Background: an optimization exercise with open tools, aiming at small area. Do not read the settings as production practice. Function was checked by simulation only, so behaviour that the tests miss may differ from the original.

$ cat flow/config.mk
export PLATFORM = sky130hd
export DESIGN_NAME = aq_div32x32
export DESIGN_NICKNAME = aq_div32x32
export VERILOG_FILES = /design/flow/design.v
export SDC_FILE = /design/flow/constraint.sdc
export NUM_CORES = 4
export LEC_CHECK = 0
export CAP_MARGIN = 20
export CORE_MARGIN = 2
export CORE_UTILIZATION = 40
export SLEW_MARGIN = 20
$ cat flow/run.sh
#!/bin/bash
# synth_recipe.tcl (not shown) runs the flow's synth.tcl, then flattens the netlist and writes it again
# the make line also repeats each setting of config.mk as NAME=value (left out here)
make -C /OpenROAD-flow-scripts/flow DESIGN_CONFIG=/design/flow/config.mk WORK_HOME=/design/flow/orfs CLKGATE_MAP_FILE= SYNTH_SCRIPT=/design/flow/synth_recipe.tcl finish
$ cat flow/design.v
module aq_div32x32(
	input			RST_N,
	input			CLK,
	input [31:0]	DINA,
	input [31:0]	DINB,
	output [31:0]	DOUT
);
reg [64:0] r00r;
reg [64:0] r01r;
reg [64:0] r02r;
reg [64:0] r03r;
reg [64:0] r04r;
reg [64:0] r05r;
reg [64:0] r06r;
reg [64:0] r07r;
reg [64:0] r08r;
reg [64:0] r09r;
reg [64:0] r10r;
reg [64:0] r11r;
reg [64:0] r12r;
reg [64:0] r13r;
reg [64:0] r14r;
reg [64:0] r15r;
reg [64:0] r16r;
reg [64:0] r17r;
reg [64:0] r18r;
reg [64:0] r19r;
reg [64:0] r20r;
reg [64:0] r21r;
reg [64:0] r22r;
reg [64:0] r23r;
reg [64:0] r24r;
reg [64:0] r25r;
reg [64:0] r26r;
reg [64:0] r27r;
reg [64:0] r28r;
reg [64:0] r29r;
reg [64:0] r30r;
reg [64:0] r31r;
reg [64:0] r32r;
reg [31:0] s00r;
reg [31:0] s01r;
reg [31:0] s02r;
reg [31:0] s03r;
reg [31:0] s04r;
reg [31:0] s05r;
reg [31:0] s06r;
reg [31:0] s07r;
reg [31:0] s08r;
reg [31:0] s09r;
reg [31:0] s10r;
reg [31:0] s11r;
reg [31:0] s12r;
reg [31:0] s13r;
reg [31:0] s14r;
reg [31:0] s15r;
reg [31:0] s16r;
reg [31:0] s17r;
reg [31:0] s18r;
reg [31:0] s19r;
reg [31:0] s20r;
reg [31:0] s21r;
reg [31:0] s22r;
reg [31:0] s23r;
reg [31:0] s24r;
reg [31:0] s25r;
reg [31:0] s26r;
reg [31:0] s27r;
reg [31:0] s28r;
reg [31:0] s29r;
reg [31:0] s30r;
reg [31:0] s31r;
always @(negedge RST_N or posedge CLK) begin
	if(!RST_N) begin
		r00r <= 65'd0;
		r01r <= 65'd0;
		r02r <= 65'd0;
		r03r <= 65'd0;
		r04r <= 65'd0;
		r05r <= 65'd0;
		r06r <= 65'd0;
		r07r <= 65'd0;
		r08r <= 65'd0;
		r09r <= 65'd0;
		r10r <= 65'd0;
		r11r <= 65'd0;
		r12r <= 65'd0;
		r13r <= 65'd0;
		r14r <= 65'd0;
		r15r <= 65'd0;
		r16r <= 65'd0;
		r17r <= 65'd0;
		r18r <= 65'd0;
		r19r <= 65'd0;
		r20r <= 65'd0;
		r21r <= 65'd0;
		r22r <= 65'd0;
		r23r <= 65'd0;
		r24r <= 65'd0;
		r25r <= 65'd0;
		r26r <= 65'd0;
		r27r <= 65'd0;
		r28r <= 65'd0;
		r29r <= 65'd0;
		r30r <= 65'd0;
		r31r <= 65'd0;
		r32r <= 65'd0;
		s00r <= 32'd0;
		s01r <= 32'd0;
		s02r <= 32'd0;
		s03r <= 32'd0;
		s04r <= 32'd0;
		s05r <= 32'd0;
		s06r <= 32'd0;
		s07r <= 32'd0;
		s08r <= 32'd0;
		s09r <= 32'd0;
		s10r <= 32'd0;
		s11r <= 32'd0;
		s12r <= 32'd0;
		s13r <= 32'd0;
		s14r <= 32'd0;
		s15r <= 32'd0;
		s16r <= 32'd0;
		s17r <= 32'd0;
		s18r <= 32'd0;
		s19r <= 32'd0;
		s20r <= 32'd0;
		s21r <= 32'd0;
		s22r <= 32'd0;
		s23r <= 32'd0;
		s24r <= 32'd0;
		s25r <= 32'd0;
		s26r <= 32'd0;
		s27r <= 32'd0;
		s28r <= 32'd0;
		s29r <= 32'd0;
		s30r <= 32'd0;
		s31r <= 32'd0;
	end else begin
		r00r[64:0]	<= {1'b1, 32'd0, DINA};
		s00r 		<= DINB;
		r01r[64:31]	<= ({1'b1,r00r[63:31]}) + (~{2'b00,s00r}) + 1;
		r01r[30:0]	<= r00r[30:0] ;
		s01r <= s00r;
		r02r[63:30]	<= ({r01r[64],r01r[62:30]}) + (({34{r01r[64]}}^{2'b00,s01r}) + r01r[64]);
		r02r[64:64]	<= r01r[64:64] ;
		r02r[29:0]	<= r01r[29:0] ;
		s02r <= s01r;
		r03r[62:29]	<= ({r02r[63],r02r[61:29]}) + (({34{r02r[63]}}^{2'b00,s02r}) + r02r[63]);
		r03r[64:63]	<= r02r[64:63] ;
		r03r[28:0]	<= r02r[28:0] ;
		s03r <= s02r;
		r04r[61:28]	<= ({r03r[62],r03r[60:28]}) + (({34{r03r[62]}}^{2'b00,s03r}) + r03r[62]);
		r04r[64:62]	<= r03r[64:62] ;
		r04r[27:0]	<= r03r[27:0] ;
		s04r <= s03r;
		r05r[60:27]	<= ({r04r[61],r04r[59:27]}) + (({34{r04r[61]}}^{2'b00,s04r}) + r04r[61]);
		r05r[64:61]	<= r04r[64:61] ;
		r05r[26:0]	<= r04r[26:0] ;
		s05r <= s04r;
		r06r[59:26]	<= ({r05r[60],r05r[58:26]}) + (({34{r05r[60]}}^{2'b00,s05r}) + r05r[60]);
		r06r[64:60]	<= r05r[64:60] ;
		r06r[25:0]	<= r05r[25:0] ;
		s06r <= s05r;
		r07r[58:25]	<= ({r06r[59],r06r[57:25]}) + (({34{r06r[59]}}^{2'b00,s06r}) + r06r[59]);
		r07r[64:59]	<= r06r[64:59] ;
		r07r[24:0]	<= r06r[24:0] ;
		s07r <= s06r;
		r08r[57:24]	<= ({r07r[58],r07r[56:24]}) + (({34{r07r[58]}}^{2'b00,s07r}) + r07r[58]);
		r08r[64:58]	<= r07r[64:58] ;
		r08r[23:0]	<= r07r[23:0] ;
		s08r <= s07r;
		r09r[56:23]	<= ({r08r[57],r08r[55:23]}) + (({34{r08r[57]}}^{2'b00,s08r}) + r08r[57]);
		r09r[64:57]	<= r08r[64:57] ;
		r09r[22:0]	<= r08r[22:0] ;
		s09r <= s08r;
		r10r[55:22]	<= ({r09r[56],r09r[54:22]}) + (({34{r09r[56]}}^{2'b00,s09r}) + r09r[56]);
		r10r[64:56]	<= r09r[64:56] ;
		r10r[21:0]	<= r09r[21:0] ;
		s10r <= s09r;
		r11r[54:21]	<= ({r10r[55],r10r[53:21]}) + (({34{r10r[55]}}^{2'b00,s10r}) + r10r[55]);
		r11r[64:55]	<= r10r[64:55] ;
		r11r[20:0]	<= r10r[20:0] ;
		s11r <= s10r;
		r12r[53:20]	<= ({r11r[54],r11r[52:20]}) + (({34{r11r[54]}}^{2'b00,s11r}) + r11r[54]);
		r12r[64:54]	<= r11r[64:54] ;
		r12r[19:0]	<= r11r[19:0] ;
		s12r <= s11r;
		r13r[52:19]	<= ({r12r[53],r12r[51:19]}) + (({34{r12r[53]}}^{2'b00,s12r}) + r12r[53]);
		r13r[64:53]	<= r12r[64:53] ;
		r13r[18:0]	<= r12r[18:0] ;
		s13r <= s12r;
		r14r[51:18]	<= ({r13r[52],r13r[50:18]}) + (({34{r13r[52]}}^{2'b00,s13r}) + r13r[52]);
		r14r[64:52]	<= r13r[64:52] ;
		r14r[17:0]	<= r13r[17:0] ;
		s14r <= s13r;
		r15r[50:17]	<= ({r14r[51],r14r[49:17]}) + (({34{r14r[51]}}^{2'b00,s14r}) + r14r[51]);
		r15r[64:51]	<= r14r[64:51] ;
		r15r[16:0]	<= r14r[16:0] ;
		s15r <= s14r;
		r16r[49:16]	<= ({r15r[50],r15r[48:16]}) + (({34{r15r[50]}}^{2'b00,s15r}) + r15r[50]);
		r16r[64:50]	<= r15r[64:50] ;
		r16r[15:0]	<= r15r[15:0] ;
		s16r <= s15r;
		r17r[48:15]	<= ({r16r[49],r16r[47:15]}) + (({34{r16r[49]}}^{2'b00,s16r}) + r16r[49]);
		r17r[64:49]	<= r16r[64:49] ;
		r17r[14:0]	<= r16r[14:0] ;
		s17r <= s16r;
		r18r[47:14]	<= ({r17r[48],r17r[46:14]}) + (({34{r17r[48]}}^{2'b00,s17r}) + r17r[48]);
		r18r[64:48]	<= r17r[64:48] ;
		r18r[13:0]	<= r17r[13:0] ;
		s18r <= s17r;
		r19r[46:13]	<= ({r18r[47],r18r[45:13]}) + (({34{r18r[47]}}^{2'b00,s18r}) + r18r[47]);
		r19r[64:47]	<= r18r[64:47] ;
		r19r[12:0]	<= r18r[12:0] ;
		s19r <= s18r;
		r20r[45:12]	<= ({r19r[46],r19r[44:12]}) + (({34{r19r[46]}}^{2'b00,s19r}) + r19r[46]);
		r20r[64:46]	<= r19r[64:46] ;
		r20r[11:0]	<= r19r[11:0] ;
		s20r <= s19r;
		r21r[44:11]	<= ({r20r[45],r20r[43:11]}) + (({34{r20r[45]}}^{2'b00,s20r}) + r20r[45]);
		r21r[64:45]	<= r20r[64:45] ;
		r21r[10:0]	<= r20r[10:0] ;
		s21r <= s20r;
		r22r[43:10]	<= ({r21r[44],r21r[42:10]}) + (({34{r21r[44]}}^{2'b00,s21r}) + r21r[44]);
		r22r[64:44]	<= r21r[64:44] ;
		r22r[9:0]	<= r21r[9:0] ;
		s22r <= s21r;
		r23r[42:9]	<= ({r22r[43],r22r[41:9]}) + (({34{r22r[43]}}^{2'b00,s22r}) + r22r[43]);
		r23r[64:43]	<= r22r[64:43] ;
		r23r[8:0]	<= r22r[8:0] ;
		s23r <= s22r;
		r24r[41:8]	<= ({r23r[42],r23r[40:8]}) + (({34{r23r[42]}}^{2'b00,s23r}) + r23r[42]);
		r24r[64:42]	<= r23r[64:42] ;
		r24r[7:0]	<= r23r[7:0] ;
		s24r <= s23r;
		r25r[40:7]	<= ({r24r[41],r24r[39:7]}) + (({34{r24r[41]}}^{2'b00,s24r}) + r24r[41]);
		r25r[64:41]	<= r24r[64:41] ;
		r25r[6:0]	<= r24r[6:0] ;
		s25r <= s24r;
		r26r[39:6]	<= ({r25r[40],r25r[38:6]}) + (({34{r25r[40]}}^{2'b00,s25r}) + r25r[40]);
		r26r[64:40]	<= r25r[64:40] ;
		r26r[5:0]	<= r25r[5:0] ;
		s26r <= s25r;
		r27r[38:5]	<= ({r26r[39],r26r[37:5]}) + (({34{r26r[39]}}^{2'b00,s26r}) + r26r[39]);
		r27r[64:39]	<= r26r[64:39] ;
		r27r[4:0]	<= r26r[4:0] ;
		s27r <= s26r;
		r28r[37:4]	<= ({r27r[38],r27r[36:4]}) + (({34{r27r[38]}}^{2'b00,s27r}) + r27r[38]);
		r28r[64:38]	<= r27r[64:38] ;
		r28r[3:0]	<= r27r[3:0] ;
		s28r <= s27r;
		r29r[36:3]	<= ({r28r[37],r28r[35:3]}) + (({34{r28r[37]}}^{2'b00,s28r}) + r28r[37]);
		r29r[64:37]	<= r28r[64:37] ;
		r29r[2:0]	<= r28r[2:0] ;
		s29r <= s28r;
		r30r[35:2]	<= ({r29r[36],r29r[34:2]}) + (({34{r29r[36]}}^{2'b00,s29r}) + r29r[36]);
		r30r[64:36]	<= r29r[64:36] ;
		r30r[1:0]	<= r29r[1:0] ;
		s30r <= s29r;
		r31r[34:1]	<= ({r30r[35],r30r[33:1]}) + (({34{r30r[35]}}^{2'b00,s30r}) + r30r[35]);
		r31r[64:35]	<= r30r[64:35] ;
		r31r[0:0]	<= r30r[0:0] ;
		s31r <= s30r;
		r32r[33:0]	<= ({r31r[34],r31r[32:0]}) + (({34{r31r[34]}}^{2'b00,s31r}) + r31r[34]);
		r32r[64:34]	<= r31r[64:34] ;
	end
end
assign DOUT = r32r[64:33];
endmodule
$ cat flow/constraint.sdc
create_clock -name core_clock -period 6.0 [get_ports {CLK}]
set_input_delay 1.2000 -clock core_clock [delete_from_list [all_inputs] [get_ports {CLK}]]
set_output_delay 1.2000 -clock core_clock [all_outputs]
set_load 0.01 [all_outputs]
==> notes.md <==
final wirelength 259000 um; Max Slew Vio Count 0; die width 581 um; Place WS 1.21 ns; Post-Syn Nets 11800; clock root buffer clkbuf_16; synth top area cells dfrtp_1 (58%), ha_1 (9.4%), xor2_1 (8.2%); Setup Crit Path Kind register to register; most frequent cell after synthesis dfrtp_1; num rows 211; RSZ-0062 raised after global routing false; CP arrival 5.42 ns; r2r startpoint r02r[63]; routability cong. 0.892; # H-tree levels 5; initial drt markers 3846; number of synthesized register bits 3072; Worst Path Max Fanout 22; reg2reg path depth 13; via/cell ratio 5.09; Final setup viols 0; Pre-Repair DR Iteration Count 7; Synth area leader dfrtp_1; GRT Util Overall 15.4%; initial antenna violation count 7; Post-Syn Area per Cell 12.4 sq um; Post-Syn Instances 10700; Multi-input gate area 54600 sq um; wire length per cell 16.5 um; Worst Max-Slew Pin Slew 1.02 ns; first-pass GRT wire length 432000 um; Post-synth ARST share 100%; Final Cell Area 151000 sq um; setup bufs post-CTS 0; CTS tree yes; CP required 6.70 ns; Vias 79700; register area share after synthesis 57.8%; # clock sinks 3072; layout cells sized above 1 6.59%; Routed Antenna Nets 0; Slew HR 32.1%; Netlist cell types 80; Area Overhead vs Synth 13.5%; CTS buffer count 329; top_reg_cell synth dfrtp_1; Worst-Skew Late Latency 0.92 ns; worst-case clock buffer depth 4; DRC 0; Critical Path Sink r03r[62]; Cell Count, Final, Fillers Out 15700; Die Area 337000 sq um; largest net degree at the start of global routing 175; grt total ovfl 0; hold_buf cts 0; Die Span Y 581 um; Setup crit end kind register; Yosys warning count 1; Placement Cell Area 140000 sq um; dpl hpwl 187000 um; Final #Nets 12100; vias in the first global route 86500; FF/Latch Area 76900 sq um; min Tclk post-route 4.72 ns; setup ws final 1.28 ns; Post-synth EDFFs 0; Setup TNS 0 ns; Hold Vio Cnt, Final 0; Initial Utilization 40.2%; maxcap violations 0; critical path startpoint category register; synth cell count leaders dfrtp_1 (3072), xor2_1 (1250), ha_1 (994); PostCTS Resize Cnt 0; Worst Setup SP r02r[63]; post-synth top area share 57.8%; Top-Level Pins 98; fmax 212 MHz; Cell Area, Synth 133000 sq um; HP Class input port to asynchronous set/reset pin; worst clock skew 0.0551 ns; r2r endpoint r03r[62]; Final period util 78.6%; core area 331000 sq um; Fillers 29400; clock-pin slew of the registers on the worst-case setup and hold paths 0.06 ns; Port-buffer cells 97; reg2reg setup slack 1.28 ns; Placed Cells 15000; status no timing/DRC/antenna violations
-- cells by family (layout without fill, tap and decap cells) --
group / Yosys count / after routing / share of synthesized area (%)
flops: 3072 / 3072 / 57.8
compound gates: 2556 / 2556 / 12.4
xor+xnor: 1835 / 1835 / 12.1
simple gates: 1775 / 1775 / 6.46
fa+ha+maj: 1024 / 1024 / 9.80
buf+inv: 398 / 983 / 1.12
mux: 35 / 35 / 0.292
other cells: 0 / 7 / 0
-- per-layer routing --
metal	vias to the layer above	global-route usage [%]	share of wire (%)	wire length [um]
met1	39600	17.1	39	101000
li1	38100	-	-	-
met5	-	0	0	0
met3	663	1.95	3.0	7670
met4	0	6.86	4.2	10900
met2	1341	29.1	54	139000
-- metrics by stage --
step | hold WS, ns | util [%]
after global routing | 0.257 | 45.7
after floorplan | 0.331 | -
after detailed placement | 0.335 | 42.2
final | 0.248 | 45.7
after global placement | 0.332 | 42.2
after CTS | 0.220 | 45.7
-- placed cells by master, fill, tap and decap left out, types with 100 or more instances in the layout --
cell	count
inv_1	205
o21a_1	111
o21bai_1	149
nor2_1	494
a21o_1	494
clkbuf_16	339
nand3_1	143
o21ai_0	403
nand2_1	410
xnor2_1	585
ha_1	994
xor2_1	1250
nand2b_1	100
a21oi_1	811
nor3_1	134
nor2b_1	122
dfrtp_1	3048
-- how the worst min path moves through the flow --
stage / end / slack [ns] / cells past startpoint
floorplan: r01r[0] / 0.33 / 0
global placement: r23r[5] / 0.33 / 0
detailed placement: r01r[3] / 0.33 / 0
CTS: r31r[30] / 0.22 / 1
global route: r31r[30] / 0.26 / 1
finish: r31r[30] / 0.25 / 1
-- critical path: stages (launching register included) --
cell      delay [ns]
dfrtp_1         0.88
buf_4           0.48
xor2_1          0.18
ha_1            0.32
a21o_1          0.19
a21o_1          0.17
a21o_1          0.19
a211oi_1        0.22
nor2_1          0.07
or3_4           0.41
a31o_4          0.27
a31oi_1         0.47
o21ai_1         0.15
o41a_1          0.49
-- final cells by class --
type,instances,share of cell area [%]
Antenna cell,7,0.0116
Clock buffer,470,6.43
Sequential cell,3072,50.9
Clock inverter,128,1.07
Multi-Input combinational cell,7225,36.2
Tap cell,4366,3.62
Timing Repair Buffer,180,1.24
Inverter,205,0.510

## what the ideal ports hide
Ports are ideal in the flow. The routed layout listed here was re-timed in OpenROAD.
Step 1 (the two cells are an assumption about what drives the block):
set clk [get_ports {CLK}]
set_driving_cell -lib_cell sky130_fd_sc_hd__clkbuf_16 $clk
set_driving_cell -lib_cell sky130_fd_sc_hd__buf_2 [delete_from_list [all_inputs] $clk]
Step 2 adds t to the input delays and takes it off the output delays; t is the mean of the earliest and latest rising clock arrival at the registers after step 1. Input paths then give back, and output paths get back, about the clock's delay inside the block.
a / b / c = ideal / step 1 / step 2; a / b = the first two.
shift t [ns]: 0.984
setup WS [ns]: 1.282 / 1.282 / 1.282
worst setup path after step 2: register to register
worst data-port slew with drivers (ns): 0.08
After both steps setup and hold are still met in this run. For this run, drivers alone change the setup slack by 0.000 ns; drivers and shift together by 0.000 ns.
